This is an optimization exercise on Yosys and OpenROAD, whose aim is a short achievable clock period and few clock cycles, not a production implementation.
Only simulation tests tie the RTL to the original design; equivalence was not proved.
Power is estimated from default activity; no workload was simulated.

// mips
module mips (
    clk,reset,
    imem_addr,imem_rdata,
    dmem_addr,dmem_wdata,dmem_we,dmem_rdata
);
Size: ~2500 flip-flops.
Settings: LEC_CHECK=0, CAP_MARGIN=20, CORE_MARGIN=2, CORE_UTILIZATION=40, SLEW_MARGIN=20, TNS_END_PERCENT=5; clock period 12.5 ns.
standard.sh (not shown) runs the stock make flow with config.mk's settings and CLKGATE_MAP_FILE= SYNTH_SCRIPT=/design/flow/synth_recipe.tcl, a recipe that flattens the netlist after the stock synthesis.
==> flow/flow/run.sh <==
#!/bin/bash
# Standard layout (the standard.sh: unchanged synthesis, floorplan, power
# grid, placement, CTS and routing steps) with three repair settings changed:
#  - sizing may swap a cell for any equivalent cell, not only one of the same
#    footprint (the platform sets MATCH_CELL_FOOTPRINT 1);
#  - the port buffers that placement inserts on every input and output are
#    buf_4 cells.
set -euo pipefail
bash standard.sh SETUP_SLACK_MARGIN=9.5 MATCH_CELL_FOOTPRINT=0 \
  "BUFFER_PORTS_ARGS=-buffer_cell sky130_fd_sc_hd__buf_4" finish > standard_flow.log 2>&1
Testbench counts at the start, summed over its fixed seeds: cycles 47,797.
Rerun with:
--- a/flow/design.v
+++ b/flow/design.v
@@ -37,21 +37,22 @@
 reg [4:0]  dstM;
 reg        loadM, sbM;
 reg [7:0]  sbByteM;
 reg [1:0]  sbOffM;
 reg [11:2] daddr_q, sbAddrM;
 reg [31:0] dwdata_q;
 reg        dwe_q;
 reg [31:0] valW;
 reg [4:0]  dstW;
 reg [31:0] rf [1:31];
-reg [31:1] rsOH, rtOH;    
+wire [31:0] rsOH = 32'd1 << instrD[25:21];    
+wire [31:0] rtOH = 32'd1 << instrD[20:16];
 assign imem_addr  = iaddr_q;
 assign dmem_addr  = daddr_q;
 assign dmem_wdata = dwdata_q;
 assign dmem_we    = dwe_q;
 wire [2:0] idxF = pcF[4:2];
 reg        hitF;
 always @(*) begin
     hitF = 1'b0;
     for (m = 0; m < 8; m = m + 1)
         hitF = hitF | ((idxF == m) & bV[m] & (bTag[m] == pcF[31:5]));
@@ -146,24 +147,20 @@
 wire selBL = ~useImm & ~eB & mB & loadM;
 wire selBR = ~useImm & ~eB & ~(mB & loadM);
 wire selRE = eB;
 wire selRL = ~eB & mB & loadM;
 wire selRR = ~eB & ~(mB & loadM);
 wire shVarD = f_sllv | f_srlv | f_srav;
 wire [31:0] aNext = ({32{selAE}} & aluRes) | ({32{selAL}} & dmem_rdata) | ({32{selAR}} & rvA2);
 wire luHaz = loadE & ((usesRs & eA) | (usesRt & eB));
 wire sbHaz = sbE & memD;
 wire stallD = validDe & (luHaz | sbHaz);
-wire [31:0] decImRs = 32'd1 << imem_rdata[25:21];
-wire [31:0] decImRt = 32'd1 << imem_rdata[20:16];
-wire [31:0] decFtRs = 32'd1 << ftWordE[25:21];
-wire [31:0] decFtRt = 32'd1 << ftWordE[20:16];
 wire [31:0] pcSeqF = stallD ? pcF : (hitF ? bTgt[idxF] : pcF + 32'd4);
 wire [11:2] btbTgtLo = bTgt[idxF][11:2];
 wire [11:2] iaSeqF = stallD ? iaddr_q : (hitF ? btbTgtLo : pcF[11:2] + 10'd1);
 wire [31:0] fa  = aE;
 wire [31:0] fb  = opbE;
 wire [31:0] frt = rtE;
 wire [31:0] sum  = fa + fb;
 wire [31:0] diff = fa - fb;
 wire        ltu  = fa < fb;
 wire [4:0]  amt  = shVarE ? fa[4:0] : shamtE;
@@ -228,29 +225,25 @@
     for (i = 0; i < 8; i = i + 1)
         updWe[i] <= ~reset_q & mispE & (~predE | btbHitE) & (pcE[4:2] == i);
     updPc  <= pcE;
     updTgt <= bTgtE;
     updFt  <= instrD;
     updFtV <= validD;
     if (redirE) begin
         validD  <= recov;
         btbHitD <= 1'b0;
         instrD  <= ftWordE;
-        rsOH    <= decFtRs[31:1];
-        rtOH    <= decFtRt[31:1];
         pcD     <= corrTgtE;
     end else if (!stallD) begin
         validD   <= ~redirD_raw;
         btbHitD  <= hitF & ~redirD_raw;
         instrD   <= imem_rdata;
-        rsOH     <= decImRs[31:1];
-        rtOH     <= decImRt[31:1];
         pcD      <= pcF;
     end
     if (!stallD) begin
         ftWordD  <= bFt[idxF];
         ftValidD <= bFtV[idxF];
     end
     aE    <= aNext;
     shamtE <= shD;
     opbE  <= ({32{selBE}} & aluRes) | ({32{selBL}} & dmem_rdata) | ({32{selBR}} & rvB2)
            | ({32{selBI}} & immValD);
What happened: The new run finished clean. Synthesized area goes down by 0.75%. Routed wire length goes up by 1.9%. Non-clock buffer count goes up by 32. Worst setup slack improved by 0.061 ns. Final area goes down by about 0.34%. Die area goes down by about 0.7%. Clock skew goes up by 0.023 ns. Utilization goes up by 0.24 points. Power hardly moves. Final cell count goes up by 0.62%. Worst hold slack got worse by 0.014 ns. Global-route usage goes up by 1.3 points. Via count is about the same. Synthesized cell count goes up by 2.0%.
Testbench counts after the change, summed over its fixed seeds: cycles 47,797.

---

Setup of run 1:
mips, a different RTL version from the one above (not shown whole).
Size: about 9100 cells after synthesis, about 120000 um^2 of cells after synthesis.
==> flow/config.mk <==
export PLATFORM = sky130hd
export DESIGN_NAME = mips
export DESIGN_NICKNAME = mips
export VERILOG_FILES = /design/flow/design.v
export SDC_FILE = /design/flow/constraint.sdc
export NUM_CORES = 4
export LEC_CHECK = 0
export CAP_MARGIN = 20
export CORE_MARGIN = 2
export CORE_UTILIZATION = 40
export SLEW_MARGIN = 20
export TNS_END_PERCENT = 5
==> flow/constraint.sdc <==
create_clock -name core_clock -period 12.5 [get_ports {clk}]
set_input_delay 2.5000 -clock core_clock [delete_from_list [all_inputs] [get_ports {clk}]]
set_output_delay 2.5000 -clock core_clock [all_outputs]
set_load 0.01 [all_outputs]
Scripts as last shown in full above: flow/flow/run.sh
Run 1 finished every stage and its layout cleared the timing, design-rule and antenna checks.
Testbench counts of run 1, summed over its fixed seeds: cycles 47,797.
--- input diff run 1..run 2 ---
--- a/flow/design.v
+++ b/flow/design.v
@@ -51,15 +51,16 @@
 reg [1:0]  sbOffM;
 reg [11:2] daddr_q, sbAddrM;
 reg [31:0] dwdata_q;
 reg        dwe_q;
 reg [31:0] valW;
 reg [4:0]  dstW;
 reg [31:0] rf [1:31];
-reg [31:1] rsOH, rtOH;    
+wire [31:0] rsOH = 32'd1 << instrD[25:21];    
+wire [31:0] rtOH = 32'd1 << instrD[20:16];
 assign imem_addr  = iaddr_q;
 assign dmem_addr  = daddr_q;
 assign dmem_wdata = dwdata_q;
 assign dmem_we    = dwe_q;
 wire [2:0] idxF = pcF[4:2];
 reg        hitF;
 always @(*) begin
@@ -160,18 +161,14 @@
 wire selRL = ~eB & mB & loadM;
 wire selRR = ~eB & ~(mB & loadM);
 wire shVarD = f_sllv | f_srlv | f_srav;
 wire [31:0] aNext = ({32{selAE}} & aluRes) | ({32{selAL}} & dmem_rdata) | ({32{selAR}} & rvA2);
 wire luHaz = loadE & ((usesRs & eA) | (usesRt & eB));
 wire sbHaz = sbE & memD;
 wire stallD = validDe & (luHaz | sbHaz);
-wire [31:0] decImRs = 32'd1 << imem_rdata[25:21];
-wire [31:0] decImRt = 32'd1 << imem_rdata[20:16];
-wire [31:0] decFtRs = 32'd1 << ftWordE[25:21];
-wire [31:0] decFtRt = 32'd1 << ftWordE[20:16];
 wire [31:0] pcSeqF = stallD ? pcF : (hitF ? bTgt[idxF] : pcF + 32'd4);
 wire [11:2] btbTgtLo = bTgt[idxF][11:2];
 wire [11:2] iaSeqF = stallD ? pcF[11:2] : (hitF ? btbTgtLo : pcF[11:2] + 10'd1);
 wire [31:0] fa  = aE;
 wire [31:0] fb  = opbE;
 wire [31:0] frt = rtE;
 wire [31:0] sum  = fa + fb;
@@ -244,23 +241,19 @@
     updTgt <= bTgtE;
     updFt  <= instrD;
     updFtV <= validD;
     if (redirE) begin
         validD  <= recov;
         btbHitD <= 1'b0;
         instrD  <= ftWordE;
-        rsOH    <= decFtRs[31:1];
-        rtOH    <= decFtRt[31:1];
         pcD     <= corrTgtE;
     end else if (!stallD) begin
         validD   <= ~redirD_raw;
         btbHitD  <= hitF & ~redirD_raw;
         instrD   <= imem_rdata;
-        rsOH     <= decImRs[31:1];
-        rtOH     <= decImRt[31:1];
         pcD      <= pcF;
     end
     if (!stallD) begin
         ftWordD  <= bFt[idxF];
         ftValidD <= bFtV[idxF];
         hiMisD   <= (bTagHi[idxF] != pcF[31:12]);
     end
==> run summary <==
- Looking only at number of combinational gates with multiple inputs, and setting everything else aside, the higher value of run 2 and run 1 goes to run 2.
- Run 2 vs run 1 — minimum setup slack among reg-to-reg paths rose 90 ps.
- Looking at simple logic cell fraction of the synthesized area, run 2 sits 1.7 points above run 1.
- The lower switching power share of the total came out of run 1.
- Summary of run 2 over run 1: count of non-CTS buffers in the layout saw an increase, final area grew by 4800 um^2, global-route total usage across every layer now sits higher.
Testbench counts of run 2, summed over its fixed seeds: cycles 47,797.

---

mips, a different RTL version from the one above (not shown whole).
For scale: about 2400 flip-flops, roughly 120 I/O pins.
Settings: LEC_CHECK=0, CAP_MARGIN=20, CORE_MARGIN=2, CORE_UTILIZATION=40, SLEW_MARGIN=20, TNS_END_PERCENT=5; clock period 12.5 ns.
==> flow/flow/run.sh <==
#!/bin/bash
set -euo pipefail
bash standard.sh SETUP_SLACK_MARGIN=9 finish > standard_flow.log 2>&1
Testbench counts at the start, summed over its fixed seeds: cycles 47,797.
Edit:
--- a/flow/design.v
+++ b/flow/design.v
@@ -16,16 +16,17 @@
 reg [31:5] bTag [0:7];
 reg [31:0] bTgt [0:7];
 reg [31:0] bFt  [0:7];
 reg        bFtV [0:7];
 reg [31:0] instrD, pcD, ftWordD;
 reg        validD, btbHitD, ftValidD;
 reg [31:0] aE, opbE, rtE, corrTgtE, altTgtE, bTgtE, pcE, ftWordE;
-reg [4:0]  dstE, shamtE;
-reg        sAdd, sSub, sSlt, sAnd, sOr, sXor, sNor, sSh, sPass;
+reg [4:0]  dstE, amtE;
+reg        sAdd, sSub, sSlt, sLog, sSh;
+reg [3:0]  lutE;       
 reg        shRightE, shArithE, shVarE;
 reg        loadE, swE, sbE, jrE, predE, btbHitE, insE, recovE;
 reg        brEqE, brGzE, xE;
 reg        updIns, updDel;
 reg [31:0] updPc, updTgt, updFt;
 reg        updFtV;
 reg [31:0] resM;
@@ -125,39 +126,39 @@
 wire selBI = useImm;
 wire selBE = ~useImm & eB;
 wire selBL = ~useImm & ~eB & mB & loadM;
 wire selBR = ~useImm & ~eB & ~(mB & loadM);
 wire selRE = eB;
 wire selRL = ~eB & mB & loadM;
 wire selRR = ~eB & ~(mB & loadM);
+wire shVarD = f_sllv | f_srlv | f_srav;
+wire [31:0] aNext = ({32{selAE}} & aluRes) | ({32{selAL}} & dmem_rdata) | ({32{selAR}} & rvA2);
 wire luHaz = loadE & ((usesRs & eA) | (usesRt & eB));
 wire sbHaz = sbE & memD;
 wire stallD = validDe & (luHaz | sbHaz);
 wire [31:0] fa  = aE;
 wire [31:0] fb  = opbE;
 wire [31:0] frt = rtE;
 wire [31:0] sum  = fa + fb;
 wire [31:0] diff = fa - fb;
 wire        ltu  = fa < fb;
-wire [4:0]  amt  = shVarE ? fa[4:0] : shamtE;
+wire [4:0]  amt  = amtE;
 wire        big  = shVarE & (|fa[31:5]);
 wire        fill = shArithE & fb[31];
 wire [31:0] shl  = fb << amt;
 wire [63:0] shr64 = {{32{fill}}, fb} >> amt;
 wire [31:0] shr  = shr64[31:0];
 wire [31:0] shres = big ? {32{fill}} : (shRightE ? shr : shl);
+wire [31:0] logres = ({32{lutE[0]}} & ~fa & ~fb) | ({32{lutE[1]}} & ~fa & fb)
+                   | ({32{lutE[2]}} & fa & ~fb)  | ({32{lutE[3]}} & fa & fb);
 wire [31:0] aluRes = ({32{sAdd}} & sum)
                    | ({32{sSub}} & diff)
                    | ({32{sSlt}} & {31'd0, ltu})
-                   | ({32{sAnd}} & (fa & fb))
-                   | ({32{sOr}}  & (fa | fb))
-                   | ({32{sXor}} & (fa ^ fb))
-                   | ({32{sNor}} & ~(fa | fb))
-                   | ({32{sSh}}  & shres)
-                   | ({32{sPass}} & fb);
+                   | ({32{sLog}} & logres)
+                   | ({32{sSh}}  & shres);
 wire eqE   = (fa == frt);
 wire gtzE  = ~fa[31] & (|fa);
 wire mispE = (brEqE & (eqE ^ xE)) | (brGzE & (gtzE ^ xE));
 wire redirE = mispE | jrE;
 wire [31:0] tgtE = jrE ? fa : altTgtE;
 wire recov = recovE & ~jrE;
 integer i;
@@ -211,36 +212,36 @@
         instrD   <= imem_rdata;
         pcD      <= pcF;
     end
     if (!stallD) begin
         ftWordD  <= bFt[idxF];
         ftValidD <= bFtV[idxF];
     end
-    aE    <= ({32{selAE}} & aluRes) | ({32{selAL}} & dmem_rdata) | ({32{selAR}} & rvA2);
+    aE    <= aNext;
+    amtE  <= shVarD ? aNext[4:0] : shD;
     opbE  <= ({32{selBE}} & aluRes) | ({32{selBL}} & dmem_rdata) | ({32{selBR}} & rvB2)
            | ({32{selBI}} & immValD);
     rtE   <= ({32{selRE}} & aluRes) | ({32{selRL}} & dmem_rdata) | ({32{selRR}} & rvB2);
-    shamtE <= shD;
     pcE    <= pcD;
     bTgtE  <= tgtD;
     corrTgtE <= predTD ? pcp4D : brTgtD;
     altTgtE  <= predTD ? (ftValidNext ? pcp8D : pcp4D) : brTgtD;
     ftWordE  <= btbHitD ? ftWordD : imem_rdata;
     sAdd <= f_addu | i_addiu | i_lui | memD;
     sSub <= f_subu;
     sSlt <= f_slt | i_slti;
-    sAnd <= f_and | i_andi;
-    sOr  <= f_or | i_ori;
-    sXor <= f_xor | i_xori;
-    sNor <= f_nor;
+    sLog <= f_and | i_andi | f_or | i_ori | f_xor | i_xori | f_nor | f_jalr;
+    lutE <= (f_and | i_andi) ? 4'b1000 :
+            (f_or | i_ori)   ? 4'b1110 :
+            (f_xor | i_xori) ? 4'b0110 :
+            f_nor            ? 4'b0001 : 4'b1010;    
     sSh  <= shiftD;
-    sPass <= f_jalr;
     shRightE <= f_srl | f_sra | f_srlv | f_srav;
     shArithE <= f_sra | f_srav;
-    shVarE   <= f_sllv | f_srlv | f_srav;
+    shVarE   <= shVarD;
     predE    <= predTD;
     btbHitE  <= btbHitD;
     xE       <= (i_bne | i_blez) ^ predTD;
     if (reset_q | redirE | stallD | ~validD) begin
         dstE <= 5'd0; loadE <= 1'b0; swE <= 1'b0; sbE <= 1'b0;
         brEqE <= 1'b0; brGzE <= 1'b0; jrE <= 1'b0; insE <= 1'b0; recovE <= 1'b0;
     end else begin
Outcome: Design area fell slightly. Global-route usage is lower by 1.0 points. Via count shrinks slightly. Clock-buffer cell count rises by 11. Area after synthesis fell slightly. Clock skew rose by 0.027 ns. Sequential cell count increases by 5. Power went up by a few percent. Utilization came out lower by 0.12 points. Die area is lower slightly. Worst hold slack gets worse by 0.0042 ns. Wire length fell by a few percent. Setup slack gains 0.12 ns.
Testbench counts after the change, summed over its fixed seeds: cycles 47,797.

re-timing with driven ports:
In the flow no input, the clock included, has a driving cell. The finished layouts below were timed again as built, in two steps.
Step 1: set_driving_cell puts a clkbuf_16 on clk and a buf_2 on each other input, an assumption about the parent block.
Step 2 adds t to the input delays and takes it off the output delays; t is the mean of the earliest and latest rising clock arrival at the registers after step 1. Input paths then give back, and output paths get back, about the clock's delay inside the block.
Three values: ideal, step 1, step 2; two values: the first two.
run | shift t [ns] | setup slack, ns | slew at the worst register clock pin (ns) | pins driven straight from the clock port
the first run of note 1 | 0.995 | 8.404 / 8.392 / 7.795 | 0.08 / 0.08 | 1
the second run of note 1 | 1.042 | 8.465 / 8.399 / 8.170 | 0.07 / 0.07 | 1
run 1 | 0.990 | 8.600 / 8.501 / 8.060 | 0.07 / 0.07 | 1
run 2 | 0.992 | 8.620 / 8.529 / 8.454 | 0.07 / 0.07 | 1
the first run of note 3 | 0.962 | 8.200 / 8.276 / 7.314 | 0.07 / 0.07 | 1
the second run of note 3 | 0.993 | 8.321 / 8.321 / 7.816 | 0.07 / 0.07 | 1
After both steps setup and hold are still met in every run listed. The setup slack of the first run of note 3, which loses most, moves by +0.076 ns with the drivers and by -0.886 ns with both steps.
